Optimization exercise on an open flow, not production practice.
RTL: at most simulated, not proved equivalent.
Clock network not from TritonCTS: runs 1 and 3 to 7.
The clock port is an ideal driver here.
Power: default activity.

$ cat flow/flow/run.sh
#!/bin/bash
# Own flow: the standard layout (unchanged synthesis, floorplan, power grid
# and tap cells, placement, routing), with these changes:
#  - port buffers of the smallest buffer,
#  - the buffers ABC put in during synthesis removed before placement,
#  - the clock tree rebuilt after clock tree synthesis by flow/clock_tree.tcl:
#    CLOCK_GROUPS buffers of type CLOCK_BUF fed by the clock port, each
#    driving the flip-flops of one part of the core.
# Every tool's output goes to the ORFS logs under orfs/logs; make's own
# output goes to standard.log here.
set -euo pipefail
export CTS_ARGS="-sink_clustering_enable -repair_clock_nets -dont_use_dummy_load"
export BUFFER_PORTS_ARGS="-buffer_cell sky130_fd_sc_hd__buf_1"
export REMOVE_ABC_BUFFERS=1
export POST_CTS_TCL="$PWD/flow/clock_tree.tcl"
export CLOCK_GROUPS=4
export CLOCK_BUF=sky130_fd_sc_hd__clkbuf_8
bash standard.sh "CTS_ARGS=$CTS_ARGS" "BUFFER_PORTS_ARGS=$BUFFER_PORTS_ARGS" \
	"REMOVE_ABC_BUFFERS=$REMOVE_ABC_BUFFERS" "POST_CTS_TCL=$POST_CTS_TCL" finish > standard.log 2>&1
$ cat flow/standard.sh
#!/bin/bash
# synth_recipe.tcl (not shown) runs the flow's synth.tcl, then flattens the netlist and writes it again
# the make line also repeats each setting of config.mk as NAME=value (left out here)
make -C /OpenROAD-flow-scripts/flow DESIGN_CONFIG=/design/flow/config.mk WORK_HOME=/design/flow/orfs CLKGATE_MAP_FILE= SYNTH_SCRIPT=/design/flow/synth_recipe.tcl "${@:-finish}"
$ cat flow/constraint.sdc
create_clock -name core_clock -period 81.38 [get_ports {in_mclk}]
set_input_delay 16.2760 -clock core_clock [delete_from_list [all_inputs] [get_ports {in_mclk}]]
set_output_delay 16.2760 -clock core_clock [all_outputs]
set_load 0.01 [all_outputs]
$ cat flow/flow/clock_tree.tcl
# Rebuild the clock tree after ORFS's clock tree synthesis (POST_CTS_TCL hook):
# remove the buffers it inserted, split the flip-flops into CLOCK_GROUPS
# groups of about equal size by recursive bisection of their locations, and
# drive each group with one CLOCK_BUF buffer at the group's centroid, fed
# straight from the clock port. Then legalise the placement again.
set clk_port_net in_mclk
set ngroups $::env(CLOCK_GROUPS)
set bufname $::env(CLOCK_BUF)

set db [ord::get_db]
set block [ord::get_db_block]
set root [$block findNet $clk_port_net]

# walk the existing tree from the clock port: buffers and their nets, and sinks
set sinks {}
set tree_insts {}
set tree_nets {}
set todo [list $root]
while {[llength $todo]} {
  set net [lindex $todo 0]
  set todo [lrange $todo 1 end]
  foreach it [$net getITerms] {
    if {![$it isInputSignal] && [$it getIoType] ne "INPUT"} { continue }
    set inst [$it getInst]
    set m [[$inst getMaster] getName]
    if {[string match "*clkbuf*" $m] || [string match "*__buf_*" $m] || [string match "*clkinv*" $m]} {
      if {[string match "*clkinv*" $m]} { error "inverter $m in the clock tree" }
      lappend tree_insts $inst
      foreach ot [$inst getITerms] {
        if {[$ot isOutputSignal]} {
          set on [$ot getNet]
          if {$on ne "NULL" && $on ne ""} { lappend tree_nets $on; lappend todo $on }
        }
      }
    } else {
      lappend sinks $it
    }
  }
}
puts "clock_tree: [llength $sinks] sinks, removing [llength $tree_insts] buffers"

foreach it $sinks { $it disconnect }
foreach inst $tree_insts { odb::dbInst_destroy $inst }
foreach net $tree_nets { odb::dbNet_destroy $net }

proc sink_xy {it} {
  set b [[$it getInst] getBBox]
  return [list [expr {([$b xMin] + [$b xMax]) / 2}] [expr {([$b yMin] + [$b yMax]) / 2}]]
}

# recursive bisection into k groups along the longer side
proc bisect {items k} {
  if {$k <= 1} { return [list $items] }
  set pts {}
  set xs {}; set ys {}
  foreach it $items {
    lassign [sink_xy $it] x y
    lappend pts [list $it $x $y]
    lappend xs $x; lappend ys $y
  }
  set xs [lsort -integer $xs]; set ys [lsort -integer $ys]
  set w [expr {[lindex $xs end] - [lindex $xs 0]}]
  set h [expr {[lindex $ys end] - [lindex $ys 0]}]
  set idx [expr {$w >= $h ? 1 : 2}]
  set pts [lsort -integer -index $idx $pts]
  set k1 [expr {$k / 2}]
  set n1 [expr {int(round(double([llength $pts]) * $k1 / $k))}]
  set a {}; set b {}
  set i 0
  foreach p $pts {
    if {$i < $n1} { lappend a [lindex $p 0] } else { lappend b [lindex $p 0] }
    incr i
  }
  return [concat [bisect $a $k1] [bisect $b [expr {$k - $k1}]]]
}

set master [$db findMaster $bufname]
set groups [bisect $sinks $ngroups]
set gi 0
foreach g $groups {
  set sx 0; set sy 0
  foreach it $g { lassign [sink_xy $it] x y; incr sx $x; incr sy $y }
  set n [llength $g]
  set cx [expr {$sx / $n}]; set cy [expr {$sy / $n}]
  set inst [odb::dbInst_create $block $master "clkbuf_grp_$gi"]
  set net [odb::dbNet_create $block "clknet_grp_$gi"]
  $net setSigType CLOCK
  [$inst findITerm A] connect $root
  [$inst findITerm X] connect $net
  foreach it $g { $it connect $net }
  $inst setLocation $cx $cy
  $inst setPlacementStatus PLACED
  puts "clock_tree: group $gi: $n sinks, buffer at ($cx, $cy)"
  incr gi
}

detailed_placement
check_placement -verbose
estimate_parasitics -placement
report_clock_skew
set worst 0
foreach it $sinks {
  set iname [[$it getInst] getName]
  if {[catch {set s [get_property [get_pins "$iname/CLK"] slew_max]}]} { continue }
  if {$s > $worst} { set worst $s }
}
puts "clock_tree: worst estimated flip-flop clock slew $worst"
$ cat flow/design.v
module i2s_rx
#(
	parameter G_BITS = 16
)(
	input wire in_mclk,
	input wire in_reset,
	input wire in_sclk,
	input wire in_fclk,
	input wire in_din,
	output wire [2*G_BITS-1 : 0] out_data,
	output wire out_load,
	output reg  out_strobe
);
	reg sclk, sclk_q, fclk, din;
	reg fclk_int, fclk_int_q;
	reg active;
	reg [4:0] cnt;
	reg [2*G_BITS-1 : 0] data;    
	wire rise  = ~sclk_q & sclk;
	wire fedge = fclk_int ^ fclk_int_q;
	wire ffall = fclk_int_q & ~fclk_int;
	wire load  = active & ffall;
	wire wr    = rise & active & ~cnt[4];
	wire clr   = out_strobe | ~active | in_reset;
	wire hand  = out_strobe | ~active;
	assign out_load = hand;
	assign out_data = data;
	wire [2*G_BITS-1 : 0] sel = {{(2*G_BITS-1){1'b0}}, wr} << {~fclk_int_q, ~cnt[3:0]};
	wire [2*G_BITS-1 : 0] we = sel | {(2*G_BITS){clr}};
	wire wd = din & wr;
	integer k;
	always @(posedge in_mclk) begin
		sclk <= in_sclk & ~in_reset;
		sclk_q <= sclk;
		fclk <= in_fclk;
		din <= in_din;
		if (in_reset) begin
			fclk_int <= 1'b0;
			fclk_int_q <= 1'b0;
		end else begin
			if (rise)
				fclk_int <= fclk;
			fclk_int_q <= fclk_int;
		end
		active <= ~in_reset & (active | ffall);
		out_strobe <= ~in_reset & load;
		if (fedge)
			cnt <= 5'd0;
		else if (wr)
			cnt <= cnt + 5'd1;
		for (k = 0; k < 2*G_BITS; k = k + 1)
			if (we[k])
				data[k] <= ((k == 2*G_BITS-1) ? wd : wd & ~clr) ^ k[0] ^ 1'b1;
	end
endmodule
module tdm_tx
#(
	parameter G_BITS = 16
)(
	input wire in_mclk,
	input wire in_reset,
	input wire [2*G_BITS-1 : 0] in_data,
	input wire in_load,
	input wire in_strobe,
	output reg out_sclk,
	output reg out_fclk,
	output reg out_dout
);
	reg [2*G_BITS-1 : 0] frame;
	reg sclk;
	reg pending;    
	wire fall = out_sclk;
	wire shift = fall & ~pending & ~in_load;
	always @(posedge in_mclk) begin
		sclk <= ~in_reset & ~sclk;
		out_sclk <= ~in_reset & sclk;
		if (in_load | shift)
			frame <= ~((~{(2*G_BITS){in_load}} | in_data)
			         & (~{(2*G_BITS){shift}} | {frame[2*G_BITS-2 : 0], 1'b1}));
		pending <= ~in_reset & (in_strobe | (pending & ~fall));
		if (in_reset) begin
			out_fclk <= 1'b0;
			out_dout <= 1'b0;
		end else if (fall) begin
			out_fclk <= pending;
			out_dout <= ~pending & ~frame[2*G_BITS-1];
		end
	end
endmodule
module i2s_to_tdm
#(
	parameter G_BITS = 16
)(
	input wire in_mclk,
	input wire in_reset,
	input wire in_sclk,
	input wire in_fclk,
	input wire in_din,
	output wire out_sclk,
	output wire out_fclk,
	output wire out_dout
);
	wire [2*G_BITS-1 : 0] data;
	wire load;
	wire strobe;
	i2s_rx
	#(
		.G_BITS(G_BITS)
	)
	i2s (
		.in_mclk(in_mclk),
		.in_reset(in_reset),
		.in_sclk(in_sclk),
		.in_fclk(in_fclk),
		.in_din(in_din),
		.out_data(data),
		.out_load(load),
		.out_strobe(strobe)
	);
	tdm_tx
	#(
		.G_BITS(G_BITS)
	)
	tdm (
		.in_mclk(in_mclk),
		.in_reset(in_reset),
		.in_data(data),
		.in_load(load),
		.in_strobe(strobe),
		.out_sclk(out_sclk),
		.out_fclk(out_fclk),
		.out_dout(out_dout)
	);
endmodule
$ cat flow/config.mk
export PLATFORM = sky130hd
export DESIGN_NAME = i2s_to_tdm
export DESIGN_NICKNAME = i2s_to_tdm
export VERILOG_FILES = /design/flow/design.v
export SDC_FILE = /design/flow/constraint.sdc
export NUM_CORES = 4
export LEC_CHECK = 0
export CAP_MARGIN = 20
export CORE_MARGIN = 2
export CORE_UTILIZATION = 40
export SLEW_MARGIN = 20
==> run_results.csv, run 1 <==
group,metric,value,unit
outcome,outcome,"timing/DRC/antenna clean",
floorplanning,rows,32,
drt,ant_nets,0,
pwr,p_sw,11.09,µW
worst_setup_path,crit_chain,"buf_1, and2b_4, nand2_1",
timing,slew_headroom,57.87,%
logic_synthesis,post-synth-top-count-cell,"edfxtp_1",
logic_synthesis,synth_top_area_share,61.24,%
final_layout,diodes,0,
floorplanning,io_pins,8,
final_layout,drive_gt1_share,6.912,%
drt,drc_errors,0,
logic_synthesis,synthFlopType,"edfxtp_1",
logic_synthesis,seq_area_frac_synth,72.73,%
logic_synthesis,synth_warnings,2,
worst_setup_path,start_kind,"input pin",
global_route,grt_pass1_vias,1607,
logic_synthesis,syn_avg_cell_area,14.39,µm²
final_layout,syn_to_final_growth,4.625,%
flow_run,maxCapViolations,0,
floorplanning,die_h,92.57,µm
min_path,hold_path_class,"flip-flop to flip-flop",
logic_synthesis,synth_edf_count,64,
timing,fin_crit_sh,21.65,%
timing,clock_skew,9.428,ps
timing,finalSetupViolCount,0,
pwr,p_sw_share,17.81,%
pwr,clockPowerShare,22.6,%
logic_synthesis,ys_types,33,
drt,firstDrtPassIters,4,
logic_synthesis,syn_inst,218,
worst_setup_path,end_kind,"flip-flop",
floorplanning,coreArea,7647,µm²
global_route,grt_pass1_wl,7.872,mm
floorplanning,start_util,41.03,%
pwr,p_leak,0.001123,µW
pwr,p_per_area,18.97,nW/µm²
floorplanning,die_area,8569,µm²
timing,drv_slew,0,
floorplanning,die_width,92.57,µm
worst_setup_path,cpMaxStageDelayCell,"and2b_4",
timing,worst_slew_pin_slew,628.6,ps
logic_synthesis,synth_area,3138,µm²
drt,routedWlPerCell,15.03,µm
worst_setup_path,crit_type,"input pin to flip-flop",
drt,routed_wl,4.796,mm
timing,rsz0062_at_grt,"no",
drt,vias,1681,
placement,gp_congestion,0.7210,
final_layout,nets,226,
timing,fin_tns_setup,0,ps
clocking,cts.sinks,82,
placement,post-dp-hpwl,2.987,mm
pwr,ir_worst_vdd,0.008284,mV
logic_synthesis,synth_top_cell_by_area,"edfxtp_1",
global_route,overflow,0,
drt,drt_iter0_markers,141,
clocking,clock_latency,170,ps
logic_synthesis,netlist_top_cells_area,"edfxtp_1 61%, dfxtp_1 11%, o22ai_1 6.2%",
logic_synthesis,ys_ff_latch,82,
final_layout,fin_util,42.93,%
timing,hold_viol_final,0,
timing,timing.final.crit_period,17620,ps
timing,max_freq,56.75,MHz
worst_setup_path,worstPathMaxFanout,34,
clocking,path_clk_slew,110,ps
logic_synthesis,ys_top_cells_by_count,"64 x edfxtp_1, 32 x o21ai_1, 31 x o22ai_1, 18 x dfxtp_1, 11 x nor2_1",
worst_setup_path,crit_arrival,17410,ps
global_route,antenna_found_initial,0,
pwr,p_int,51.20,µW
worst_setup_path,cp.required,81170,ps
global_route,grtUsageTotal,11.99,%
global_route,grt_max_degree,36,
placement,numPortBuffers,7,
worst_setup_path,slowest_delay,520,ps
logic_synthesis,synthArstFlopShare,0,%
drt,vias_per_cell,5.270,
pwr,pwr-share-comb,2.9,%
pwr,pwr-share-seq,74.5,%
placed cells by master (no fill, tap or decap):
| cell type | Yosys | layout |
|---|---|---|
| buf_4 | 4 | 2 |
| nand2_2 | 1 | 1 |
| o21ai_2 | 0 | 1 |
| a21oi_1 | 2 | 2 |
| inv_1 | 2 | 2 |
| o22ai_1 | 31 | 31 |
| ha_1 | 2 | 2 |
| and2_4 | 1 | 1 |
| buf_1 | 0 | 7 |
| nor3b_1 | 1 | 1 |
| o21ai_0 | 2 | 1 |
| nand3b_2 | 1 | 1 |
| nand2_1 | 6 | 6 |
| mux2i_1 | 5 | 5 |
| nand3_1 | 2 | 2 |
| xor2_1 | 1 | 1 |
| nand3b_4 | 2 | 2 |
| and2_1 | 2 | 2 |
| and3b_1 | 1 | 1 |
| nor2b_1 | 4 | 3 |
| o21ai_1 | 32 | 32 |
| nand2b_1 | 3 | 3 |
| dfxtp_1 | 18 | 18 |
| nand4_1 | 1 | 1 |
| nand3_4 | 1 | 1 |
| or3b_1 | 2 | 2 |
| or3_1 | 1 | 1 |
| nand3b_1 | 3 | 3 |
| nor2_1 | 11 | 11 |
| edfxtp_1 | 64 | 64 |
| clkbuf_8 | 0 | 4 |
| and4bb_1 | 1 | 1 |
| and2b_4 | 1 | 1 |
| nor2b_2 | 0 | 1 |
power by group through the flow:
stage	Sequential, µW	Combinational (µW)	Clock (µW)
3_5_place_dp	47.4	1.83	0
2_1_floorplan	47.2	1.31	0
6_report	46.4	1.80	14.1
5_1_grt	46.5	2.02	15.8
3_3_place_gp	47.4	1.77	0
cell type report:
class	instances	area, µm²
fillers	697	4364
flip-flops and latches	82	2282
multi-input cells	120	769.5
well taps	102	127.6
plain buffers	4	55.05
repair buffers	9	41.29
inverters	2	7.507
sequential cells by signal (all words and copies together), names as in the netlist:
signal and count:
i2s.cnt 5, i2s.sclk_q 1, tdm.pending 1, i2s.active 1, i2s.fclk 1, tdm.sclk 1
tdm.frame 32, tdm.out_fclk 1, i2s.fclk_int 1, i2s.fclk_int_q 1, tdm.out_dout 1, tdm.out_sclk 1
i2s.data 32, i2s.sclk 1, i2s.din 1, i2s.out_strobe 1
worst paths after layout:
check	start	to	slack, ps	depth (start not counted)
max	in_reset	i2s.data[0]$_DFFE_PP_	63760	3
min	i2s.sclk$_DFF_P_	i2s.sclk_q$_DFF_P_	380	0
max reg2reg	i2s.active$_DFF_P_	i2s.data[0]$_DFFE_PP_	79290	4
min reg2reg	i2s.sclk$_DFF_P_	i2s.sclk_q$_DFF_P_	380	0
cells by family (layout without fill, tap and decap cells):
| logic type | count (synthesis) | after routing | share of synthesized area, % |
|---|---|---|---|
| XOR/XNOR | 1 | 1 | 0.2792 |
| AO/OA/AOI/OAI | 67 | 67 | 11.92 |
| flip-flops | 82 | 82 | 72.73 |
| adder cells (fa/ha/maj) | 2 | 2 | 0.7973 |
| AND/OR/NAND/NOR | 45 | 45 | 9.729 |
| multiplexers | 5 | 5 | 1.595 |
| buffers and inverters | 16 | 15 | 2.951 |
per-stage QoR:
step / cell area [µm²] / total power [µW] / hold WS (ps) / setup slack [ps] / instances
after floorplan: 3053 / 48.54 / 344.5 / 64170 / 204
after detailed placement: 3228 / 49.20 / 363.2 / 63530 / 315
after global placement: 3228 / 49.14 / 357.2 / 63650 / 315
after global routing: 3283 / 64.36 / 392.1 / 63610 / 319
final: 3283 / 62.29 / 376.8 / 63760 / 319
critical path: cells and delay by family:
family | cells | cell delay [ps]
AND/OR/NAND/NOR | 2 | 930
buffers and inverters | 1 | 210
metal layers:
| layer | routed length (µm) | track usage [%] | vias up |
|---|---|---|---|
| li1 | - | - | 826 |
| met1 | 2373 | 17.00 | 837 |
| met2 | 2229 | 17.94 | 13 |
| met3 | 132 | 3.662 | 5 |
| met4 | 60 | 3.358 | 0 |
| met5 | 0 | 0 | - |
==> inputs of run 2 (changes only) <==
==> flow/flow/run.sh (replaced) <==
#!/bin/bash
# Own flow: the standard layout (unchanged synthesis, floorplan, power grid
# and tap cells, placement, routing), with these changes:
#  - port buffers of the smallest buffer,
#  - the buffers ABC put in during synthesis removed before placement,
#  - the clock tree rebuilt after clock tree synthesis by flow/clock_tree.tcl:
#    the first of CLOCK_TREES (groups, buffer cell; smallest area first)
#    whose worst clock-pin slew is estimated at most CLOCK_SLEW_TARGET_PS,
#    each buffer driving the flip-flops of one part of the core.
# Every tool's output goes to the ORFS logs under orfs/logs; make's own
# output goes to standard.log here.
set -euo pipefail
export CTS_ARGS="-sink_clustering_enable -repair_clock_nets -dont_use_dummy_load"
export BUFFER_PORTS_ARGS="-buffer_cell sky130_fd_sc_hd__buf_1"
export REMOVE_ABC_BUFFERS=1
export POST_CTS_TCL="$PWD/flow/clock_tree.tcl"
export CLOCK_TREES="{2 sky130_fd_sc_hd__clkbuf_16} {4 sky130_fd_sc_hd__clkbuf_8} {5 sky130_fd_sc_hd__clkbuf_8} {3 sky130_fd_sc_hd__clkbuf_16} {6 sky130_fd_sc_hd__clkbuf_8} {7 sky130_fd_sc_hd__clkbuf_8} {4 sky130_fd_sc_hd__clkbuf_16} {8 sky130_fd_sc_hd__clkbuf_8} {10 sky130_fd_sc_hd__clkbuf_8} {12 sky130_fd_sc_hd__clkbuf_8}"
export CLOCK_ROOT_BUF=sky130_fd_sc_hd__clkbuf_4
export CLOCK_SLEW_TARGET_PS=110
bash standard.sh "CTS_ARGS=$CTS_ARGS" "BUFFER_PORTS_ARGS=$BUFFER_PORTS_ARGS" \
	"REMOVE_ABC_BUFFERS=$REMOVE_ABC_BUFFERS" "POST_CTS_TCL=$POST_CTS_TCL" finish > standard.log 2>&1
==> flow/flow/clock_tree.tcl (replaced) <==
set clk_port_net in_mclk
set trees $::env(CLOCK_TREES)
set root_cell $::env(CLOCK_ROOT_BUF)
set target [expr {$::env(CLOCK_SLEW_TARGET_PS) * 1e-12}]

set db [ord::get_db]
set block [ord::get_db_block]
set root [$block findNet $clk_port_net]

# walk the existing tree from the clock port: buffers and their nets, and sinks
set sinks {}
set tree_insts {}
set tree_nets {}
set todo [list $root]
while {[llength $todo]} {
  set net [lindex $todo 0]
  set todo [lrange $todo 1 end]
  foreach it [$net getITerms] {
    if {![$it isInputSignal]} { continue }
    set inst [$it getInst]
    set m [[$inst getMaster] getName]
    if {[string match "*clkbuf*" $m] || [string match "*__buf_*" $m]} {
      lappend tree_insts $inst
      foreach ot [$inst getITerms] {
        if {[$ot isOutputSignal]} {
          set on [$ot getNet]
          if {$on ne "NULL" && $on ne ""} { lappend tree_nets $on; lappend todo $on }
        }
      }
    } elseif {[string match "*inv*" $m]} {
      error "inverter $m in the clock tree"
    } else {
      lappend sinks $it
    }
  }
}
puts "clock_tree: [llength $sinks] sinks, removing [llength $tree_insts] buffers"
foreach it $sinks { $it disconnect }
foreach inst $tree_insts { odb::dbInst_destroy $inst }
foreach net $tree_nets { odb::dbNet_destroy $net }

proc sink_xy {it} {
  set b [[$it getInst] getBBox]
  return [list [expr {([$b xMin] + [$b xMax]) / 2}] [expr {([$b yMin] + [$b yMax]) / 2}]]
}

# recursive bisection into k groups along the longer side
proc bisect {items k} {
  if {$k <= 1} { return [list $items] }
  set pts {}
  set xs {}; set ys {}
  foreach it $items {
    lassign [sink_xy $it] x y
    lappend pts [list $it $x $y]
    lappend xs $x; lappend ys $y
  }
  set xs [lsort -integer $xs]; set ys [lsort -integer $ys]
  set w [expr {[lindex $xs end] - [lindex $xs 0]}]
  set h [expr {[lindex $ys end] - [lindex $ys 0]}]
  set idx [expr {$w >= $h ? 1 : 2}]
  set pts [lsort -integer -index $idx $pts]
  set k1 [expr {$k / 2}]
  set n1 [expr {int(round(double([llength $pts]) * $k1 / $k))}]
  set a {}; set b {}
  set i 0
  foreach p $pts {
    if {$i < $n1} { lappend a [lindex $p 0] } else { lappend b [lindex $p 0] }
    incr i
  }
  return [concat [bisect $a $k1] [bisect $b [expr {$k - $k1}]]]
}

proc centroid {its} {
  set sx 0; set sy 0
  foreach it $its { lassign [sink_xy $it] x y; incr sx $x; incr sy $y }
  set n [llength $its]
  return [list [expr {$sx / $n}] [expr {$sy / $n}]]
}

proc add_buf {cell name in_net out_name x y} {
  set inst [odb::dbInst_create [ord::get_db_block] [[ord::get_db] findMaster $cell] $name]
  set net [odb::dbNet_create [ord::get_db_block] $out_name]
  $net setSigType CLOCK
  [$inst findITerm A] connect $in_net
  [$inst findITerm X] connect $net
  $inst setLocation $x $y
  $inst setPlacementStatus PLACED
  return [list $inst $net]
}

proc worst_clk_slew {sinks} {
  estimate_parasitics -placement
  set worst 0
  foreach it $sinks {
    set iname [[$it getInst] getName]
    if {[catch {set s [get_property [get_pins "$iname/CLK"] slew_max]}]} { return 1 }
    if {$s > $worst} { set worst $s }
  }
  return $worst
}

set done 0
foreach tree $trees {
  lassign $tree k cell
  set made_insts {}; set made_nets {}
  set feed $root
  if {$k > 4} {
    lassign [centroid $sinks] cx cy
    lassign [add_buf $root_cell clkbuf_root $root clknet_root $cx $cy] inst net
    lappend made_insts $inst; lappend made_nets $net
    set feed $net
  }
  set gi 0
  foreach g [bisect $sinks $k] {
    lassign [centroid $g] cx cy
    lassign [add_buf $cell clkbuf_grp_$gi $feed clknet_grp_$gi $cx $cy] inst net
    lappend made_insts $inst; lappend made_nets $net
    foreach it $g { $it connect $net }
    puts "clock_tree: $k x $cell: group $gi: [llength $g] sinks, buffer at ($cx, $cy)"
    incr gi
  }
  set w [worst_clk_slew $sinks]
  puts "clock_tree: $k x $cell: worst estimated flip-flop clock slew [expr {$w * 1e12}] ps"
  if {$w <= $target} { set done 1; break }
  foreach it $sinks { $it disconnect }
  foreach inst $made_insts { odb::dbInst_destroy $inst }
  foreach net $made_nets { odb::dbNet_destroy $net }
}
if {!$done} { error "clock_tree: no tree in CLOCK_TREES meets the slew target" }

detailed_placement
check_placement -verbose
puts "clock_tree: after legalisation: worst estimated flip-flop clock slew [expr {[worst_clk_slew $sinks] * 1e12}] ps"
report_clock_skew
==> run 2 against run 1 <==
The flow now stops in 4_1_cts. Synthesized cell count is the same. Synthesized area is the same.
==> run_results.csv, run 2 <==
group,metric,value,unit
logic_synthesis,synthArstFlopShare,0,%
placement,post-dp-hpwl,2.987,mm
logic_synthesis,synth-compound-area-share,11.92,%
logic_synthesis,ys_top_cells_by_count,"64 x edfxtp_1, 32 x o21ai_1, 31 x o22ai_1, 18 x dfxtp_1, 11 x nor2_1",
clocking,cts.sinks,82,
logic_synthesis,yosys.area_share.simple,9.729,%
logic_synthesis,synth_area,3138,µm²
logic_synthesis,syn_inst,218,
logic_synthesis,post-synth-top-count-cell,"edfxtp_1",
logic_synthesis,synth_mux_area_share,1.595,%
logic_synthesis,synth_top_family_by_area,"compound AO/OA/AOI/OAI gates",
floorplanning,start_util,41.03,%
outcome,haltStage,"4_1_cts",
floorplanning,io_pins,8,
logic_synthesis,syn_avg_cell_area,14.39,µm²
placement,dpl_cell_area,3228,µm²
logic_synthesis,synth_xor_area_share,0.2791,%
placement,gp_congestion,0.7210,
logic_synthesis,synth_warnings,2,
placement,numPortBuffers,7,
logic_synthesis,synth_edf_count,64,
logic_synthesis,synth-adder-area-share,0.7974,%
floorplanning,die_h,92.57,µm
outcome,outcome,"aborted with a tool error",
logic_synthesis,synthFlopType,"edfxtp_1",
floorplanning,rows,32,
logic_synthesis,netlist_top_cells_area,"edfxtp_1 61%, dfxtp_1 11%, o22ai_1 6.2%",
logic_synthesis,synth_top_cell_by_area,"edfxtp_1",
outcome,error,"Error: cts.tcl, 90 clock_tree: no tree in CLOCK_TREES meets the slew target",
floorplanning,die_width,92.57,µm
logic_synthesis,ys_ff_latch,82,
logic_synthesis,seq_area_frac_synth,72.73,%
logic_synthesis,synth_top_area_share,61.24,%
logic_synthesis,ys_types,33,
==> run 2: how the worst max path moves through the flow <==
stage / to / from
2_1_floorplan: i2s.data[0]$_DFFE_PP_ / in_reset
3_3_place_gp: i2s.data[10]$_DFFE_PP_ / in_reset
3_5_place_dp: i2s.data[10]$_DFFE_PP_ / in_reset
==> run 2: metrics by stage <==
| stage | instances | hold WS, ps | setup slack (ps) | power, µW |
|---|---|---|---|---|
| 2_1_floorplan | 204 | 344.5 | 64170 | 48.54 |
| 3_3_place_gp | 315 | 357.2 | 63650 | 49.14 |
| 3_5_place_dp | 315 | 363.2 | 63530 | 49.20 |
==> run 2: power by group through the flow <==
| stage | clock (µW) | sequential (µW) | combinational [µW] |
|---|---|---|---|
| 3_5_place_dp | 0 | 47.4 | 1.83 |
| 2_1_floorplan | 0 | 47.2 | 1.31 |
| 3_3_place_gp | 0 | 47.4 | 1.77 |
==> run 2: logic make-up after synthesis <==
group,Yosys count
multiplexers,5
adder cells (fa/ha/maj),2
XOR/XNOR,1
AO/OA/AOI/OAI,67
AND/OR/NAND/NOR,45
flip-flops,82
buffers and inverters,16
==> inputs of run 3 (changes only) <==
--- a/flow/flow/run.sh
+++ b/flow/flow/run.sh
@@ -14,7 +14,7 @@
 export BUFFER_PORTS_ARGS="-buffer_cell sky130_fd_sc_hd__buf_1"
 export REMOVE_ABC_BUFFERS=1
 export POST_CTS_TCL="$PWD/flow/clock_tree.tcl"
-export CLOCK_TREES="{2 sky130_fd_sc_hd__clkbuf_16} {4 sky130_fd_sc_hd__clkbuf_8} {5 sky130_fd_sc_hd__clkbuf_8} {3 sky130_fd_sc_hd__clkbuf_16} {6 sky130_fd_sc_hd__clkbuf_8} {7 sky130_fd_sc_hd__clkbuf_8} {4 sky130_fd_sc_hd__clkbuf_16} {8 sky130_fd_sc_hd__clkbuf_8} {10 sky130_fd_sc_hd__clkbuf_8} {12 sky130_fd_sc_hd__clkbuf_8}"
+export CLOCK_TREES="{2 sky130_fd_sc_hd__clkbuf_16} {4 sky130_fd_sc_hd__clkbuf_8} {3 sky130_fd_sc_hd__clkbuf_16} {5 sky130_fd_sc_hd__clkbuf_8} {6 sky130_fd_sc_hd__clkbuf_8} {4 sky130_fd_sc_hd__clkbuf_16} {7 sky130_fd_sc_hd__clkbuf_8} {8 sky130_fd_sc_hd__clkbuf_8} {10 sky130_fd_sc_hd__clkbuf_8} {12 sky130_fd_sc_hd__clkbuf_8}"
 export CLOCK_ROOT_BUF=sky130_fd_sc_hd__clkbuf_4
 export CLOCK_SLEW_TARGET_PS=110
 bash standard.sh "CTS_ARGS=$CTS_ARGS" "BUFFER_PORTS_ARGS=$BUFFER_PORTS_ARGS" \
--- a/flow/flow/clock_tree.tcl
+++ b/flow/flow/clock_tree.tcl
@@ -1,7 +1,8 @@
 set clk_port_net in_mclk
 set trees $::env(CLOCK_TREES)
 set root_cell $::env(CLOCK_ROOT_BUF)
-set target [expr {$::env(CLOCK_SLEW_TARGET_PS) * 1e-12}]
+# slews come in ns
+set target [expr {$::env(CLOCK_SLEW_TARGET_PS) * 1e-3}]
 
 set db [ord::get_db]
 set block [ord::get_db_block]
@@ -93,7 +94,7 @@
   set worst 0
   foreach it $sinks {
     set iname [[$it getInst] getName]
-    if {[catch {set s [get_property [get_pins "$iname/CLK"] slew_max]}]} { return 1 }
+    if {[catch {set s [get_property [get_pins "$iname/CLK"] slew_max]}]} { return 1e9 }
     if {$s > $worst} { set worst $s }
   }
   return $worst
@@ -120,7 +121,7 @@
     incr gi
   }
   set w [worst_clk_slew $sinks]
-  puts "clock_tree: $k x $cell: worst estimated flip-flop clock slew [expr {$w * 1e12}] ps"
+  puts "clock_tree: $k x $cell: worst estimated flip-flop clock slew [expr {$w * 1e3}] ps"
   if {$w <= $target} { set done 1; break }
   foreach it $sinks { $it disconnect }
   foreach inst $made_insts { odb::dbInst_destroy $inst }
@@ -130,5 +131,5 @@
 
 detailed_placement
 check_placement -verbose
-puts "clock_tree: after legalisation: worst estimated flip-flop clock slew [expr {[worst_clk_slew $sinks] * 1e12}] ps"
+puts "clock_tree: after legalisation: worst estimated flip-flop clock slew [expr {[worst_clk_slew $sinks] * 1e3}] ps"
 report_clock_skew
==> run 3 against run 2 <==
Now clean on timing, DRC and antenna. Synthesized area unchanged. Synthesized cell count unchanged.
==> run_results.csv, run 3 <==
group,metric,value,unit
min_path,worstHoldStart,"i2s.sclk$_DFF_P_",
placement,dp.cells,315,
worst_setup_path,slowest_delay,520,ps
drt,ant_nets,0,
pwr,p_sw_share,17.58,%
drt,firstDrtPassIters,4,
logic_synthesis,synthArstFlopShare,0,%
global_route,grt_pass1_vias,1591,
final_layout,final_common_cell,"edfxtp_1",
placement,gp_congestion,0.7210,
logic_synthesis,synth_top_cell_by_area,"edfxtp_1",
placement,preCtsSetupSlack,63530,ps
pwr,pwr-share-comb,2.8,%
logic_synthesis,synth_warnings,2,
logic_synthesis,synthFlopType,"edfxtp_1",
pwr,clockPowerShare,25.6,%
logic_synthesis,yosys.area_share.simple,9.729,%
logic_synthesis,synth-adder-area-share,0.7974,%
timing,drv_slew,0,
logic_synthesis,seq_area_frac_synth,72.73,%
final_layout,fillers,689,
worst_setup_path,crit_family,"simple AND/OR/NAND/NOR gates",
logic_synthesis,post-synth-top-count-cell,"edfxtp_1",
final_layout,syn_to_final_growth,5.263,%
final_layout,drive_gt1_share,6.481,%
pwr,p_int,53.39,µW
logic_synthesis,synth_top_family_by_area,"compound AO/OA/AOI/OAI gates",
logic_synthesis,synth_top_area_share,61.24,%
drt,vias,1671,
floorplanning,start_util,41.03,%
drt,drt_iter0_markers,190,
worst_setup_path,cp.required,81160,ps
logic_synthesis,syn_inst,218,
final_layout,nets,225,
worst_setup_path,end_kind,"flip-flop",
worst_setup_path,worst_r2r_path_depth,4,
floorplanning,die_h,92.57,µm
floorplanning,rows,32,
final_layout,diodes,0,
logic_synthesis,synth-compound-area-share,11.92,%
logic_synthesis,syn_avg_cell_area,14.39,µm²
final_layout,seqCellArea,2282,µm²
drt,vias_per_cell,5.255,
min_path,hold_path_class,"flip-flop to flip-flop",
pwr,ir_worst_vdd,0.01290,mV
timing,clock_skew,9.998,ps
worst_setup_path,crit_arrival,17410,ps
timing,timing.final.ws_setup,63750,ps
drt,routedWlPerCell,15.05,µm
timing,hold_viol_final,0,
logic_synthesis,ys_top_cells_by_count,"64 x edfxtp_1, 32 x o21ai_1, 31 x o22ai_1, 18 x dfxtp_1, 11 x nor2_1",
timing,worst_slew_pin_slew,643.6,ps
timing,timing.final.crit_period,17630,ps
floorplanning,coreArea,7647,µm²
clocking,cts.sinks,82,
worst_setup_path,crit_type,"input pin to flip-flop",
timing,finalSetupViolCount,0,
pwr,pwr-share-seq,71.6,%
logic_synthesis,ys_ff_latch,82,
floorplanning,die_width,92.57,µm
logic_synthesis,synth_area,3138,µm²
final_layout,layout_common_cells,"64 x edfxtp_1, 32 x o21ai_1, 31 x o22ai_1",
global_route,grtUsageTotal,11.81,%
global_route,antenna_found_initial,0,
worst_setup_path,critical_path_buf_inv_count,1,
floorplanning,io_pins,8,
logic_synthesis,synth_mux_area_share,1.595,%
timing,finalHoldWorstSlack,375.6,ps
clocking,clock_latency,170,ps
final_layout,layoutNonFillerInstCount,318,
timing,fin_tns_setup,0,ps
global_route,grt_pass1_wl,7.886,mm
floorplanning,die_area,8569,µm²
placement,post-dp-hpwl,2.987,mm
placement,numPortBuffers,7,
timing,slew_headroom,56.87,%
worst_setup_path,r2r_end,"i2s.data[0]$_DFFE_PP_",
pwr,p_sw,11.39,µW
min_path,holdPathStages,0,
worst_setup_path,rr_startpoint,"i2s.active$_DFF_P_",
logic_synthesis,netlist_top_cells_area,"edfxtp_1 61%, dfxtp_1 11%, o22ai_1 6.2%",
worst_setup_path,start_kind,"input pin",
global_route,grt_max_degree,36,
final_layout,multi_input_area,769.5,µm²
drt,drc_errors,0,
outcome,outcome,"timing/DRC/antenna clean",
worst_setup_path,worstPathMaxFanout,34,
timing,rsz0062_at_grt,"no",
worst_setup_path,r2r_setup_slack,79300,ps
timing,max_freq,56.71,MHz
worst_setup_path,crit_chain,"buf_1, and2b_4, nand2_1",
logic_synthesis,ys_types,33,
min_path,min_to,"i2s.sclk_q$_DFF_P_",
final_layout,reg_top3,"i2s.data x32, tdm.frame x32, i2s.cnt x5",
worst_setup_path,cpMaxStageDelayCell,"and2b_4",
timing,fin_crit_sh,21.67,%
clocking,path_clk_slew,100,ps
drt,routed_wl,4.787,mm
logic_synthesis,synth_xor_area_share,0.2791,%
global_route,overflow,0,
pwr,p_leak,0.001131,µW
pwr,p_per_area,19.61,nW/µm²
flow_run,maxCapViolations,0,
logic_synthesis,synth_edf_count,64,
run 3: how the worst max path moves through the flow:
stage                     startpoint                     end  slack (ps)  cells after the start
final                       in_reset   i2s.data[0]$_DFFE_PP_       63750                      3
after global placement      in_reset  i2s.data[10]$_DFFE_PP_       63650                      3
after global routing        in_reset  i2s.data[14]$_DFFE_PP_       63600                      3
after floorplan             in_reset   i2s.data[0]$_DFFE_PP_       64170                      2
after detailed placement    in_reset  i2s.data[10]$_DFFE_PP_       63530                      3
run 3: layer usage:
layer,vias up,part of all wire [%],global-route usage [%]
met5,-,0,0
met4,0,1.3,4.104
met3,5,1.8,1.953
met2,13,47,18.07
met1,825,50,17.16
li1,828,-,-
run 3: cell families (layout without fill, tap and decap cells):
family | after synthesis | in the layout
flops | 82 | 82
compound gates | 67 | 67
simple gates | 45 | 45
buf+inv | 16 | 14
mux | 5 | 5
fa+ha+maj | 2 | 2
xor+xnor | 1 | 1
run 3: final cells by class:
| cell class | count | share of cell area [%] |
|---|---|---|
| inverters | 2 | 0.2273 |
| multi-input cells | 120 | 23.30 |
| well taps | 102 | 3.864 |
| flip-flops and latches | 82 | 69.09 |
| repair buffers | 9 | 1.250 |
| plain buffers | 3 | 2.273 |
run 3: worst register-to-register path: cells and delay by family (launching register included):
kind                   cells  cell delay [ps]
buffers and inverters      1              350
and+or+nand+nor            3              980
DFF                        1              370
run 3: power by group through the flow:
stage	logic, µW	clock network, µW	registers, µW
3_5_place_dp	1.83	0	47.4
3_3_place_gp	1.77	0	47.4
6_report	1.80	16.6	46.4
5_1_grt	2.02	18.3	46.5
2_1_floorplan	1.31	0	47.2
run 3: stage by stage:
stage | util, % | cell area [µm²] | total power (µW)
3_5_place_dp | 42.21 | 3228 | 49.20
5_1_grt | 43.19 | 3303 | 66.81
3_3_place_gp | 42.21 | 3228 | 49.14
6_report | 43.19 | 3303 | 64.78
2_1_floorplan | - | 3053 | 48.54
==> inputs of run 4 (changes only) <==
--- a/flow/flow/run.sh
+++ b/flow/flow/run.sh
@@ -2,7 +2,9 @@
 # Own flow: the standard layout (unchanged synthesis, floorplan, power grid
 # and tap cells, placement, routing), with these changes:
 #  - port buffers of the smallest buffer,
-#  - the buffers ABC put in during synthesis removed before placement,
+#  - the buffers ABC put in during synthesis removed before placement, and
+#    every other combinational cell given its smallest drive strength
+#    (flow/downsize.tcl); placement's repair then sizes up what it must,
 #  - the clock tree rebuilt after clock tree synthesis by flow/clock_tree.tcl:
 #    the first of CLOCK_TREES (groups, buffer cell; smallest area first)
 #    whose worst clock-pin slew is estimated at most CLOCK_SLEW_TARGET_PS,
@@ -14,8 +16,10 @@
 export BUFFER_PORTS_ARGS="-buffer_cell sky130_fd_sc_hd__buf_1"
 export REMOVE_ABC_BUFFERS=1
 export POST_CTS_TCL="$PWD/flow/clock_tree.tcl"
+export POST_FLOORPLAN_TCL="$PWD/flow/downsize.tcl"
 export CLOCK_TREES="{2 sky130_fd_sc_hd__clkbuf_16} {4 sky130_fd_sc_hd__clkbuf_8} {3 sky130_fd_sc_hd__clkbuf_16} {5 sky130_fd_sc_hd__clkbuf_8} {6 sky130_fd_sc_hd__clkbuf_8} {4 sky130_fd_sc_hd__clkbuf_16} {7 sky130_fd_sc_hd__clkbuf_8} {8 sky130_fd_sc_hd__clkbuf_8} {10 sky130_fd_sc_hd__clkbuf_8} {12 sky130_fd_sc_hd__clkbuf_8}"
 export CLOCK_ROOT_BUF=sky130_fd_sc_hd__clkbuf_4
 export CLOCK_SLEW_TARGET_PS=110
 bash standard.sh "CTS_ARGS=$CTS_ARGS" "BUFFER_PORTS_ARGS=$BUFFER_PORTS_ARGS" \
-	"REMOVE_ABC_BUFFERS=$REMOVE_ABC_BUFFERS" "POST_CTS_TCL=$POST_CTS_TCL" finish > standard.log 2>&1
+	"REMOVE_ABC_BUFFERS=$REMOVE_ABC_BUFFERS" "POST_CTS_TCL=$POST_CTS_TCL" \
+	"POST_FLOORPLAN_TCL=$POST_FLOORPLAN_TCL" finish > standard.log 2>&1
==> flow/flow/downsize.tcl (new file) <==
# POST_FLOORPLAN hook: give every combinational cell the smallest drive
# strength of its kind (synthesis sizes cells for speed the design does not
# need); placement's repair_design then sizes up or buffers only the nets
# that break the slew and capacitance limits. Flip-flops keep their cells.
set db [ord::get_db]
set block [ord::get_db_block]
set n 0
foreach inst [$block getInsts] {
  set m [$inst getMaster]
  set name [$m getName]
  if {![regexp {^(sky130_fd_sc_hd__[a-z0-9]+)_([0-9]+)$} $name -> base size]} { continue }
  if {[regexp {__(df|edf|sdf|sedf|dl|tap|fill|decap|conb|diode)} $name]} { continue }
  set best $m
  foreach s {0 1 2} {
    set c [$db findMaster ${base}_$s]
    if {$c eq "NULL" || $c eq ""} { continue }
    if {[catch {set dont [$c isDontUse]}]} { set dont 0 }
    if {$dont} { continue }
    if {[$c getWidth] < [$best getWidth]} { set best $c }
  }
  if {$best ne $m} {
    $inst swapMaster $best
    incr n
  }
}
puts "downsize: $n cells given a smaller drive strength"
==> run 4 against run 3 <==
Still clean. Synthesized area unchanged. Sequential cell count unchanged. Global-route usage grew 0.77 points. Largest cell class unchanged. Critical path type unchanged. Total power fell by 0.16%. Maximum frequency shrank 2.3%. Sequential power about the same. First-iteration DRC count is 64% lower. Routed wire length increased by 3.5%. Synthesized cell count stayed put.
==> run_results.csv, run 4 <==
group,metric,value,unit
final_layout,layout_common_cells,"64 x edfxtp_1, 32 x o21ai_1, 31 x o22ai_1",
global_route,grt_max_degree,36,
worst_setup_path,worstPathMaxFanout,34,
floorplanning,start_util,41.03,%
clocking,clock_latency,170,ps
logic_synthesis,ys_types,33,
placement,post-dp-hpwl,3.204,mm
floorplanning,io_pins,8,
flow_run,maxCapViolations,0,
drt,drc_errors,0,
worst_setup_path,crit_type,"input pin to flip-flop",
logic_synthesis,synth_edf_count,64,
worst_setup_path,start_kind,"input pin",
logic_synthesis,syn_avg_cell_area,14.39,µm²
logic_synthesis,ys_ff_latch,82,
min_path,worstHoldStart,"i2s.sclk$_DFF_P_",
logic_synthesis,synth_area,3138,µm²
drt,vias,1641,
floorplanning,die_h,92.57,µm
timing,rsz0062_at_grt,"no",
drt,routedWlPerCell,15.53,µm
outcome,outcome,"timing/DRC/antenna clean",
final_layout,syn_to_final_growth,4.067,%
timing,max_freq,55.42,MHz
placement,preCtsSetupSlack,63100,ps
floorplanning,die_width,92.57,µm
global_route,overflow,0,
placement,dpl_cell_area,3191,µm²
timing,drv_slew,0,
clocking,cts.sinks,82,
final_layout,fin_util,42.70,%
placement,numPortBuffers,7,
timing,finalHoldWorstSlack,373.6,ps
final_layout,nets,226,
floorplanning,coreArea,7647,µm²
timing,finalSetupViolCount,0,
timing,worst_slew_pin_slew,832.7,ps
drt,drt_iter0_markers,68,
timing,fin_tns_setup,0,ps
final_layout,diodes,0,
final_layout,final_common_cell,"edfxtp_1",
logic_synthesis,netlist_top_cells_area,"edfxtp_1 61%, dfxtp_1 11%, o22ai_1 6.2%",
drt,ant_nets,0,
logic_synthesis,synthArstFlopShare,0,%
floorplanning,rows,32,
min_path,hold_path_class,"flip-flop to flip-flop",
timing,clock_skew,14.89,ps
floorplanning,die_area,8569,µm²
final_layout,drive_gt1_share,3.687,%
drt,routed_wl,4.953,mm
timing,timing.final.crit_period,18050,ps
global_route,grt_pass1_wl,8.280,mm
drt,firstDrtPassIters,4,
worst_setup_path,critical_path.startpoint,"in_reset",
pwr,p_per_area,19.81,nW/µm²
logic_synthesis,synth_top_area_share,61.24,%
logic_synthesis,ys_top_cells_by_count,"64 x edfxtp_1, 32 x o21ai_1, 31 x o22ai_1, 18 x dfxtp_1, 11 x nor2_1",
logic_synthesis,synth_warnings,2,
timing,hold_viol_final,0,
logic_synthesis,syn_inst,218,
worst_setup_path,end_kind,"flip-flop",
drt,vias_per_cell,5.144,
logic_synthesis,post-synth-top-count-cell,"edfxtp_1",
logic_synthesis,synthFlopType,"edfxtp_1",
pwr,ir_worst_vdd,0.01138,mV
timing,fin_crit_sh,22.17,%
pwr,p_leak,0.001057,µW
worst_setup_path,crit_arrival,17810,ps
timing,slew_headroom,44.49,%
final_layout,stdcell_area,3266,µm²
worst_setup_path,cp.required,81140,ps
clocking,path_clk_slew,110,ps
global_route,grtUsageTotal,12.58,%
global_route,grt_pass1_vias,1655,
final_layout,reg_top3,"i2s.data x32, tdm.frame x32, i2s.cnt x5",
logic_synthesis,seq_area_frac_synth,72.73,%
logic_synthesis,synth_top_cell_by_area,"edfxtp_1",
placement,gp_congestion,0.6965,
worst_setup_path,rr_startpoint,"i2s.active$_DFF_P_",
global_route,antenna_found_initial,0,
timing,timing.final.ws_setup,63330,ps
-- run 4: routing by layer --
layer  wire (µm)  up-vias  part of all wire, %  global-route usage (%)
li1            -      832                    -                       -
met1        2462      792                   50                   17.35
met2        2347       12                   47                   20.32
met3          93        5                  1.9                   2.685
met4          51        0                  1.0                   3.358
met5           0        -                    0                       0
-- run 4: power breakdown --
group | switching (µW) | total [µW] | leakage (µW) | internal [µW]
logic | 1.01 | 1.73 | 0.000224 | 0.714
clock network | 9.80 | 16.6 | 0.0000370 | 6.81
registers | 0.506 | 46.3 | 0.000796 | 45.8
-- run 4: critical path, stage by stage --
cell and delay, ps:
buf_1 200, and2b_1 810, nand2_1 520
-- run 4: worst paths after layout --
| check | to | slack, ps | cells after the start |
|---|---|---|---|
| worst min register to register | i2s.sclk_q$_DFF_P_ | 370 | 0 |
| worst max-delay path | i2s.data[18]$_DFFE_PP_ | 63330 | 3 |
| worst min-delay path | i2s.sclk_q$_DFF_P_ | 370 | 0 |
| worst max register to register | i2s.data[16]$_DFFE_PP_ | 78870 | 4 |
-- run 4: layout make-up --
class / count / area, µm²
Fill cell: 728 / 4382
Sequential cell: 82 / 2282
Multi-Input combinational cell: 120 / 720.7
Tap cell: 102 / 127.6
Buffer: 3 / 75.07
Timing Repair Buffer: 10 / 52.55
Inverter: 2 / 7.507
-- run 4: per-stage QoR --
step,std cells,power (µW)
6_report,319,64.68
3_3_place_gp,315,48.98
3_5_place_dp,316,49.06
2_1_floorplan,204,48.54
5_1_grt,319,66.79
-- run 4: kinds of logic (layout without fill, tap and decap cells) --
family          count (synthesis)  in the layout  share of synthesized area [%]
flops                          82             82                          72.73
compound gates                 67             67                          11.92
simple gates                   45             45                          9.729
buf+inv                        16             15                          2.951
mux                             5              5                          1.595
fa+ha+maj                       2              2                         0.7973
xor+xnor                        1              1                         0.2792
==> inputs of run 5 (changes only) <==
--- a/flow/config.mk
+++ b/flow/config.mk
@@ -5,7 +5,7 @@
 export SDC_FILE = /design/flow/constraint.sdc
 export NUM_CORES = 4
 export LEC_CHECK = 0
-export CAP_MARGIN = 20
+export CAP_MARGIN = 0
 export CORE_MARGIN = 2
 export CORE_UTILIZATION = 40
-export SLEW_MARGIN = 20
+export SLEW_MARGIN = 0
==> run 5 against run 4 <==
Still clean. Sequential power barely moved. Routed wire length fell by 1.2%. Setup slack improved by 54 ps. Sequential cell count did not move.
==> run_results.csv, run 5 <==
group,metric,value,unit
pwr,pwr-share-comb,2.7,%
drt,routed_wl,4.893,mm
pwr,p_leak,0.001051,µW
worst_setup_path,cp.required,81160,ps
logic_synthesis,synth_edf_count,64,
final_layout,final_common_cell,"edfxtp_1",
worst_setup_path,crit_type,"input pin to flip-flop",
pwr,pwr-share-seq,71.6,%
drt,routedWlPerCell,15.39,µm
placement,gp_congestion,0.6965,
logic_synthesis,netlist_top_cells_area,"edfxtp_1 61%, dfxtp_1 11%, o22ai_1 6.2%",
final_layout,syn_to_final_growth,3.708,%
worst_setup_path,worstPathMaxFanout,34,
logic_synthesis,synth_warnings,2,
timing,drv_slew,0,
final_layout,layout_common_cells,"64 x edfxtp_1, 32 x o21ai_1, 31 x o22ai_1",
worst_setup_path,crit_family,"simple AND/OR/NAND/NOR gates",
logic_synthesis,post-synth-top-count-cell,"edfxtp_1",
timing,timing.final.ws_setup,63390,ps
placement,numPortBuffers,7,
floorplanning,die_area,8569,µm²
floorplanning,die_h,92.57,µm
floorplanning,rows,32,
outcome,outcome,"timing/DRC/antenna clean",
worst_setup_path,end_kind,"flip-flop",
pwr,ir_worst_vdd,0.01236,mV
timing,fin_tns_setup,0,ps
drt,vias_per_cell,5.208,
min_path,hold_path_class,"flip-flop to flip-flop",
clocking,cts.sinks,82,
logic_synthesis,synth_top_cell_by_area,"edfxtp_1",
clocking,path_clk_slew,100,ps
floorplanning,start_util,41.03,%
logic_synthesis,ys_top_cells_by_count,"64 x edfxtp_1, 32 x o21ai_1, 31 x o22ai_1, 18 x dfxtp_1, 11 x nor2_1",
logic_synthesis,synth_area,3138,µm²
pwr,p_sw,11.32,µW
logic_synthesis,syn_avg_cell_area,14.39,µm²
final_layout,diodes,0,
global_route,overflow,0,
timing,rsz0062_at_grt,"no",
clocking,clock_latency,170,ps
drt,vias,1656,
timing,max_freq,55.58,MHz
global_route,grt.met2_usage,19.89,%
final_layout,nets,225,
global_route,antenna_found_initial,0,
floorplanning,io_pins,8,
placement,post-dp-hpwl,3.147,mm
timing,finalSetupViolCount,0,
pwr,p_per_area,19.87,nW/µm²
timing,slew_headroom,26.84,%
worst_setup_path,crit_arrival,17770,ps
global_route,grt.busiest_layer,"met2",
worst_setup_path,crit_chain,"buf_1, and2b_1, nand2_1",
logic_synthesis,seq_area_frac_synth,72.73,%
drt,firstDrtPassIters,4,
timing,hold_viol_final,0,
timing,worst_slew_pin_slew,1094,ps
floorplanning,die_width,92.57,µm
pwr,p_sw_share,17.51,%
global_route,grt_use_met3,2.685,%
pwr,clockPowerShare,25.7,%
worst_setup_path,start_kind,"input pin",
placement,preCtsSetupSlack,63140,ps
global_route,grtUsageTotal,12.28,%
flow_run,maxCapViolations,0,
timing,fin_crit_sh,22.11,%
global_route,grt_max_degree,36,
final_layout,reg_top3,"i2s.data x32, tdm.frame x32, i2s.cnt x5",
worst_setup_path,slowest_delay,790,ps
logic_synthesis,ys_types,33,
floorplanning,coreArea,7647,µm²
final_layout,drive_gt1_share,3.241,%
timing,timing.final.crit_period,17990,ps
global_route,grt_pass1_vias,1592,
drt,drc_errors,0,
worst_setup_path,critical_path_buf_inv_count,1,
logic_synthesis,syn_inst,218,
logic_synthesis,ys_ff_latch,82,
drt,drt_iter0_markers,93,
logic_synthesis,synthArstFlopShare,0,%
logic_synthesis,synthFlopType,"edfxtp_1",
timing,clock_skew,8.824,ps
pwr,p_int,53.35,µW
global_route,use_met1,16.64,%
worst_setup_path,cpMaxStageDelayCell,"and2b_1",
drt,ant_nets,0,
logic_synthesis,synth_top_area_share,61.24,%
global_route,grt_pass1_wl,8.100,mm
[run 5: cell counts after synthesis]
No cell type changed its count.
[run 5: power by group through the flow]
| stage | Clock [µW] | Combinational, µW | Sequential (µW) |
|---|---|---|---|
| detailed placement | 0 | 1.75 | 47.3 |
| global route | 18.3 | 1.96 | 46.5 |
| finish | 16.6 | 1.72 | 46.3 |
| global placement | 0 | 1.70 | 47.3 |
| floorplan | 0 | 1.31 | 47.2 |
[run 5: area by class of cell]
class / count / area (µm²)
fillers: 718 / 4393
flip-flops and latches: 82 / 2282
multi-input cells: 120 / 720.7
well taps: 102 / 127.6
plain buffers: 3 / 75.07
repair buffers: 9 / 41.29
inverters: 2 / 7.507
[run 5: cell families (layout without fill, tap and decap cells)]
kind of cell	Yosys count	count (layout)	share of synthesized area [%]
fa+ha+maj	2	2	0.7973
flops	82	82	72.73
simple gates	45	45	9.729
mux	5	5	1.595
xor+xnor	1	1	0.2792
compound gates	67	67	11.92
buf+inv	16	14	2.951
[run 5: path summary, 6_finish.rpt]
check | start | endpoint | slack (ps) | depth (start not counted)
setup / recovery | in_reset | i2s.data[16]$_DFFE_PP_ | 63390 | 3
hold / removal | i2s.sclk$_DFF_P_ | i2s.sclk_q$_DFF_P_ | 370 | 0
setup reg to reg | i2s.active$_DFF_P_ | i2s.data[16]$_DFFE_PP_ | 78920 | 4
hold reg to reg | i2s.sclk$_DFF_P_ | i2s.sclk_q$_DFF_P_ | 370 | 0
[run 5: metal layers]
| metal | part of all wire [%] | vias up |
|---|---|---|
| met4 | 1.4 | 0 |
| met2 | 48 | 23 |
| met5 | 0 | - |
| met3 | 3.4 | 4 |
| li1 | - | 832 |
| met1 | 47 | 797 |
[run 5: stage by stage]
stage	util (%)	hold WS (ps)	total power [µW]	cell area (µm²)	instances
2_1_floorplan	-	344.5	48.54	3053	204
3_3_place_gp	41.57	357.5	48.98	3179	315
3_5_place_dp	41.57	367.3	49.04	3179	315
5_1_grt	42.56	383.6	66.78	3254	318
6_report	42.56	370.7	64.67	3254	318
==> inputs of run 6 (changes only) <==
--- a/flow/config.mk
+++ b/flow/config.mk
@@ -7,5 +7,5 @@
 export LEC_CHECK = 0
 export CAP_MARGIN = 0
 export CORE_MARGIN = 2
-export CORE_UTILIZATION = 40
+export CORE_UTILIZATION = 65
 export SLEW_MARGIN = 0
==> run 6 against run 5 <==
Still clean on timing, DRC and antenna. Cell count is 15% lower. Core utilization is 26 points higher. Clock power shrank 3%. Sequential share of layout area increased by 1.3 points. Register-to-register slack worse by 30 ps. Total power decreased by 0.86%. Maximum frequency hardly changed. First-iteration DRC count grew 41%. Synthesized cell count did not move. Largest power group unchanged. Highest routed layer unchanged.
==> run_results.csv, run 6 <==
group,metric,value,unit
global_route,antenna_found_initial,0,
placement,numPortBuffers,7,
clocking,cts.sinks,82,
logic_synthesis,synth_top_area_share,61.24,%
worst_setup_path,cp.required,81150,ps
worst_setup_path,end_kind,"flip-flop",
worst_setup_path,crit_arrival,17770,ps
logic_synthesis,syn_inst,218,
outcome,outcome,"timing/DRC/antenna clean",
timing,hold_viol_final,0,
final_layout,fillers,343,
logic_synthesis,seq_area_frac_synth,72.73,%
worst_setup_path,worst_r2r_path_depth,4,
worst_setup_path,r2r_setup_slack,78890,ps
clocking,clock_latency,160,ps
worst_setup_path,critical_path.startpoint,"in_reset",
timing,clock_skew,6.763,ps
logic_synthesis,ys_top_cells_by_count,"64 x edfxtp_1, 32 x o21ai_1, 31 x o22ai_1, 18 x dfxtp_1, 11 x nor2_1",
timing,finalHoldWorstSlack,372.7,ps
logic_synthesis,synth_area,3138,µm²
pwr,p_per_area,20.07,nW/µm²
floorplanning,rows,25,
logic_synthesis,synthArstFlopShare,0,%
worst_setup_path,crit_type,"input pin to flip-flop",
min_path,hold_path_class,"flip-flop to flip-flop",
final_layout,syn_to_final_growth,1.794,%
placement,post-dp-hpwl,3.080,mm
timing,slew_headroom,27.44,%
placement,gp_congestion,0.8301,
final_layout,diodes,0,
logic_synthesis,ys_ff_latch,82,
drt,vias,1659,
final_layout,drive_gt1_share,3.241,%
worst_setup_path,worstPathMaxFanout,34,
pwr,p_leak,0.001051,µW
timing,rsz0062_at_grt,"no",
flow_run,maxCapViolations,0,
drt,vias_per_cell,6.144,
timing,fin_tns_setup,0,ps
logic_synthesis,post-synth-top-count-cell,"edfxtp_1",
final_layout,layout_common_cells,"64 x edfxtp_1, 32 x o21ai_1, 31 x o22ai_1",
worst_setup_path,start_kind,"input pin",
global_route,grt_pass1_vias,1622,
pwr,ir_worst_vdd,0.01481,mV
floorplanning,start_util,66.88,%
drt,firstDrtPassIters,5,
final_layout,multi_input_area,720.7,µm²
timing,drv_slew,0,
final_layout,reg_top3,"i2s.data x32, tdm.frame x32, i2s.cnt x5",
floorplanning,die_area,5399,µm²
global_route,overflow,0,
logic_synthesis,synth_top_cell_by_area,"edfxtp_1",
worst_setup_path,crit_path_end,"i2s.data[22]$_DFFE_PP_",
logic_synthesis,ys_types,33,
timing,finalSetupViolCount,0,
logic_synthesis,synthFlopType,"edfxtp_1",
timing,worst_slew_pin_slew,1085,ps
floorplanning,coreArea,4692,µm²
logic_synthesis,synth_warnings,2,
clocking,path_clk_slew,100,ps
final_layout,nets,225,
drt,drc_errors,0,
logic_synthesis,netlist_top_cells_area,"edfxtp_1 61%, dfxtp_1 11%, o22ai_1 6.2%",
global_route,grtUsageTotal,19.46,%
drt,ant_nets,0,
worst_setup_path,r2r_end,"i2s.data[16]$_DFFE_PP_",
logic_synthesis,syn_avg_cell_area,14.39,µm²
timing,max_freq,55.54,MHz
drt,drt_iter0_markers,131,
final_layout,final_common_cell,"edfxtp_1",
drt,routedWlPerCell,17.29,µm
timing,timing.final.crit_period,18010,ps
global_route,grt_pass1_wl,7.810,mm
final_layout,seqCellArea,2282,µm²
floorplanning,die_width,73.48,µm
logic_synthesis,synth_edf_count,64,
timing,fin_crit_sh,22.13,%
floorplanning,die_h,73.48,µm
drt,routed_wl,4.667,mm
global_route,grt_max_degree,36,
worst_setup_path,rr_startpoint,"i2s.active$_DFF_P_",
floorplanning,io_pins,8,
run 6: cell type report:
type                       instances  area share, %
buffer                             3          2.350
inverter                           2         0.2350
multi-input combinational        120          22.56
sequential                        82          71.45
tap                               54          2.115
timing repair buffer               9          1.293
run 6: critical path: stages:
cell and delay, ps:
buf_1 180, and2b_1 810, nand2_1 500
run 6: kinds of logic (layout without fill, tap and decap cells):
family                     count (synthesis)  after routing  synth area share (%)
AOI/OAI and AO/OA                         67             67                 11.92
buffers and inverters                     16             14                 2.951
and+or+nand+nor                           45             45                 9.729
adders and majority gates                  2              2                0.7973
muxes                                      5              5                 1.595
xor gates and xnor gates                   1              1                0.2792
DFF                                       82             82                 72.73
run 6: worst min path at each step:
stage,from,end,slack [ps],cells after the start
detailed placement,i2s.sclk$_DFF_P_,i2s.sclk_q$_DFF_P_,360,0
global placement,i2s.sclk$_DFF_P_,i2s.sclk_q$_DFF_P_,360,0
global route,i2s.sclk$_DFF_P_,i2s.sclk_q$_DFF_P_,380,0
finish,i2s.sclk$_DFF_P_,i2s.sclk_q$_DFF_P_,370,0
floorplan,i2s.sclk$_DFF_P_,i2s.sclk_q$_DFF_P_,340,0
run 6: power breakdown:
| part | internal, µW | switching (µW) | total [µW] | leakage, µW |
|---|---|---|---|---|
| sequential | 45.8 | 0.516 | 46.3 | 0.000796 |
| clock | 6.79 | 9.27 | 16.1 | 0.0000370 |
| combinational | 0.711 | 1.01 | 1.72 | 0.000218 |
run 6: per-stage QoR:
stage / cell area [µm²] / util [%] / std cells / setup WS [ps] / total power, µW
2_1_floorplan: 3053 / - / 204 / 64170 / 48.54
3_3_place_gp: 3119 / 66.48 / 267 / 63320 / 48.89
3_5_place_dp: 3119 / 66.48 / 267 / 63180 / 49.05
5_1_grt: 3194 / 68.08 / 270 / 63140 / 65.82
6_report: 3194 / 68.08 / 270 / 63370 / 64.12
run 6: per-layer routing:
metal	global-route usage (%)	routed length (µm)
met3	3.292	167
met5	0	0
met1	26.39	2032
met2	32.44	2403
met4	6.061	63
==> inputs of run 7 (changes only) <==
--- a/flow/flow/run.sh
+++ b/flow/flow/run.sh
@@ -19,7 +19,7 @@
 export POST_FLOORPLAN_TCL="$PWD/flow/downsize.tcl"
 export CLOCK_TREES="{2 sky130_fd_sc_hd__clkbuf_16} {4 sky130_fd_sc_hd__clkbuf_8} {3 sky130_fd_sc_hd__clkbuf_16} {5 sky130_fd_sc_hd__clkbuf_8} {6 sky130_fd_sc_hd__clkbuf_8} {4 sky130_fd_sc_hd__clkbuf_16} {7 sky130_fd_sc_hd__clkbuf_8} {8 sky130_fd_sc_hd__clkbuf_8} {10 sky130_fd_sc_hd__clkbuf_8} {12 sky130_fd_sc_hd__clkbuf_8}"
 export CLOCK_ROOT_BUF=sky130_fd_sc_hd__clkbuf_4
-export CLOCK_SLEW_TARGET_PS=110
+export CLOCK_SLEW_TARGET_PS=115
 bash standard.sh "CTS_ARGS=$CTS_ARGS" "BUFFER_PORTS_ARGS=$BUFFER_PORTS_ARGS" \
 	"REMOVE_ABC_BUFFERS=$REMOVE_ABC_BUFFERS" "POST_CTS_TCL=$POST_CTS_TCL" \
 	"POST_FLOORPLAN_TCL=$POST_FLOORPLAN_TCL" finish > standard.log 2>&1
--- a/flow/config.mk
+++ b/flow/config.mk
@@ -7,5 +7,7 @@
 export LEC_CHECK = 0
 export CAP_MARGIN = 0
 export CORE_MARGIN = 2
-export CORE_UTILIZATION = 65
+export CORE_UTILIZATION = 85
+export GPL_ROUTABILITY_DRIVEN = 0
+export GPL_TIMING_DRIVEN = 0
 export SLEW_MARGIN = 0
==> run 7 against run 6 <==
Maximum frequency is 1.2% lower. Global-route usage is 16 points higher. Sequential share of layout area unchanged. Cell count fell by 1.9%. Register-to-register slack worse by 370 ps. Synthesized cell count unchanged. Setup slack lost 230 ps. Clock skew about the same. Worst hold slack improved by 11 ps. First-iteration DRC count grew to 3.4 times the previous value. Largest cell class unchanged. Largest power group unchanged. Combinational power up 19%. Highest routed layer unchanged. Clock power fell by 14%.
==> run_results.csv, run 7 <==
group,metric,value,unit
outcome,outcome,"timing/DRC/antenna clean",
logic_synthesis,synth_top_cell_by_area,"edfxtp_1",
global_route,antenna_found_initial,0,
drt,routed_wl,6.698,mm
clocking,path_clk_slew,110,ps
placement,post-dp-hpwl,3.573,mm
placement,dp.cells,261,
global_route,overflow,0,
floorplanning,die_area,4194,µm²
final_layout,nets,226,
worst_setup_path,critical_path.startpoint,"in_reset",
clocking,cts.sinks,82,
pwr,ir_worst_vdd,0.02036,mV
flow_run,maxCapViolations,0,
drt,routedWlPerCell,25.28,µm
drt,vias,1926,
worst_setup_path,r2r_setup_slack,78520,ps
worst_setup_path,start_kind,"input pin",
logic_synthesis,synthArstFlopShare,0,%
timing,fin_crit_sh,22.40,%
final_layout,diodes,0,
final_layout,drive_gt1_share,3.687,%
worst_setup_path,rr_startpoint,"i2s.active$_DFF_P_",
global_route,grt_max_degree,35,
drt,drt_iter0_markers,451,
placement,preCtsSetupSlack,63090,ps
final_layout,layout_common_cells,"64 x edfxtp_1, 32 x o21ai_1, 31 x o22ai_1",
floorplanning,die_h,64.76,µm
logic_synthesis,synth_edf_count,64,
floorplanning,coreArea,3606,µm²
final_layout,final_common_cell,"edfxtp_1",
worst_setup_path,worstPathMaxFanout,34,
logic_synthesis,ys_top_cells_by_count,"64 x edfxtp_1, 32 x o21ai_1, 31 x o22ai_1, 18 x dfxtp_1, 11 x nor2_1",
logic_synthesis,synth-adder-area-share,0.7974,%
floorplanning,rows,22,
min_path,hold_path_class,"flip-flop to flip-flop",
floorplanning,start_util,87.02,%
worst_setup_path,cp.required,81130,ps
timing,rsz0062_at_grt,"no",
placement,dpl_cell_area,3139,µm²
floorplanning,die_width,64.76,µm
timing,hold_viol_final,0,
timing,drv_slew,0,
worst_setup_path,worst_r2r_path_depth,4,
drt,vias_per_cell,7.268,
worst_setup_path,crit_path_end,"i2s.data[30]$_DFFE_PP_",
drt,firstDrtPassIters,5,
logic_synthesis,synth_xor_area_share,0.2791,%
logic_synthesis,yosys.area_share.simple,9.729,%
timing,timing.final.ws_setup,63150,ps
timing,finalSetupViolCount,0,
timing,slew_headroom,15.01,%
timing,worst_slew_pin_slew,1271,ps
timing,fin_tns_setup,0,ps
placement,numPortBuffers,7,
clocking,clock_latency,170,ps
final_layout,layoutNonFillerInstCount,265,
floorplanning,io_pins,8,
worst_setup_path,end_kind,"flip-flop",
global_route,grt_pass1_vias,1820,
final_layout,syn_to_final_growth,1.794,%
logic_synthesis,ys_ff_latch,82,
drt,ant_nets,0,
logic_synthesis,synth_top_area_share,61.24,%
pwr,p_leak,0.001052,µW
logic_synthesis,synth-compound-area-share,11.92,%
logic_synthesis,synth_mux_area_share,1.595,%
worst_setup_path,crit_arrival,17980,ps
logic_synthesis,syn_inst,218,
logic_synthesis,netlist_top_cells_area,"edfxtp_1 61%, dfxtp_1 11%, o22ai_1 6.2%",
logic_synthesis,synthFlopType,"edfxtp_1",
logic_synthesis,seq_area_frac_synth,72.73,%
worst_setup_path,r2r_end,"tdm.frame[30]$_DFFE_PP_",
pwr,p_per_area,19.50,nW/µm²
global_route,grt_pass1_wl,10.36,mm
timing,max_freq,54.85,MHz
logic_synthesis,synth_top_family_by_area,"compound AO/OA/AOI/OAI gates",
logic_synthesis,synth_area,3138,µm²
timing,clock_skew,6.431,ps
worst_setup_path,crit_type,"input pin to flip-flop",
final_layout,reg_top3,"i2s.data x32, tdm.frame x32, i2s.cnt x5",
final_layout,fillers,129,
timing,timing.final.crit_period,18230,ps
logic_synthesis,syn_avg_cell_area,14.39,µm²
final_layout,stdcell_area,3194,µm²
logic_synthesis,synth_warnings,2,
logic_synthesis,ys_types,33,
global_route,grtUsageTotal,35.23,%
logic_synthesis,post-synth-top-count-cell,"edfxtp_1",
drt,drc_errors,0,
-- run 7: worst min path at each step --
stage | startpoint | endpoint | slack [ps] | cells past startpoint
floorplan | i2s.sclk$_DFF_P_ | i2s.sclk_q$_DFF_P_ | 340 | 0
detailed placement | i2s.sclk$_DFF_P_ | i2s.sclk_q$_DFF_P_ | 370 | 0
global placement | i2s.sclk$_DFF_P_ | i2s.sclk_q$_DFF_P_ | 350 | 0
global route | i2s.sclk$_DFF_P_ | i2s.sclk_q$_DFF_P_ | 390 | 0
finish | i2s.sclk$_DFF_P_ | i2s.sclk_q$_DFF_P_ | 380 | 0
-- run 7: final cells by class --
| class | count | area [µm²] | area share (%) |
|---|---|---|---|
| sequential | 82 | 2282 | 71.45 |
| multi-input combinational | 120 | 720.7 | 22.56 |
| timing repair buffer | 9 | 68.82 | 2.154 |
| tap | 48 | 60.06 | 1.880 |
| buffer | 4 | 55.05 | 1.723 |
| inverter | 2 | 7.507 | 0.2350 |
-- run 7: power by group --
group | switching [µW] | internal, µW
Combinational | 1.25 | 0.799
Clock | 9.16 | 4.60
Sequential | 0.648 | 45.8
Total | 11.1 | 51.2
-- run 7: kinds of logic (layout without fill, tap and decap cells) --
logic type / Yosys count / after routing
fa+ha+maj: 2 / 2
xor+xnor: 1 / 1
mux: 5 / 5
simple gates: 45 / 45
buf+inv: 16 / 15
flops: 82 / 82
compound gates: 67 / 67
-- run 7: per-stage QoR --
stage | util, % | hold WS, ps | total power, µW
floorplan | - | 344.5 | 48.54
finish | 88.58 | 383.7 | 62.29
global placement | 85.70 | 353.3 | 48.86
global route | 88.58 | 390.6 | 63.48
detailed placement | 87.06 | 370.9 | 49.25
-- run 7: routing by layer --
metal | up-vias | share of wire (%) | track usage, %
li1 | 831 | - | -
met3 | 23 | 10 | 6.250
met5 | - | 0 | 0
met2 | 162 | 49 | 55.15
met1 | 910 | 37 | 51.30
met4 | 0 | 3.7 | 12.23
-- run 7: worst max-delay path: stages --
cell and delay [ps]:
buf_1 210, and2b_1 900, nand2_1 590
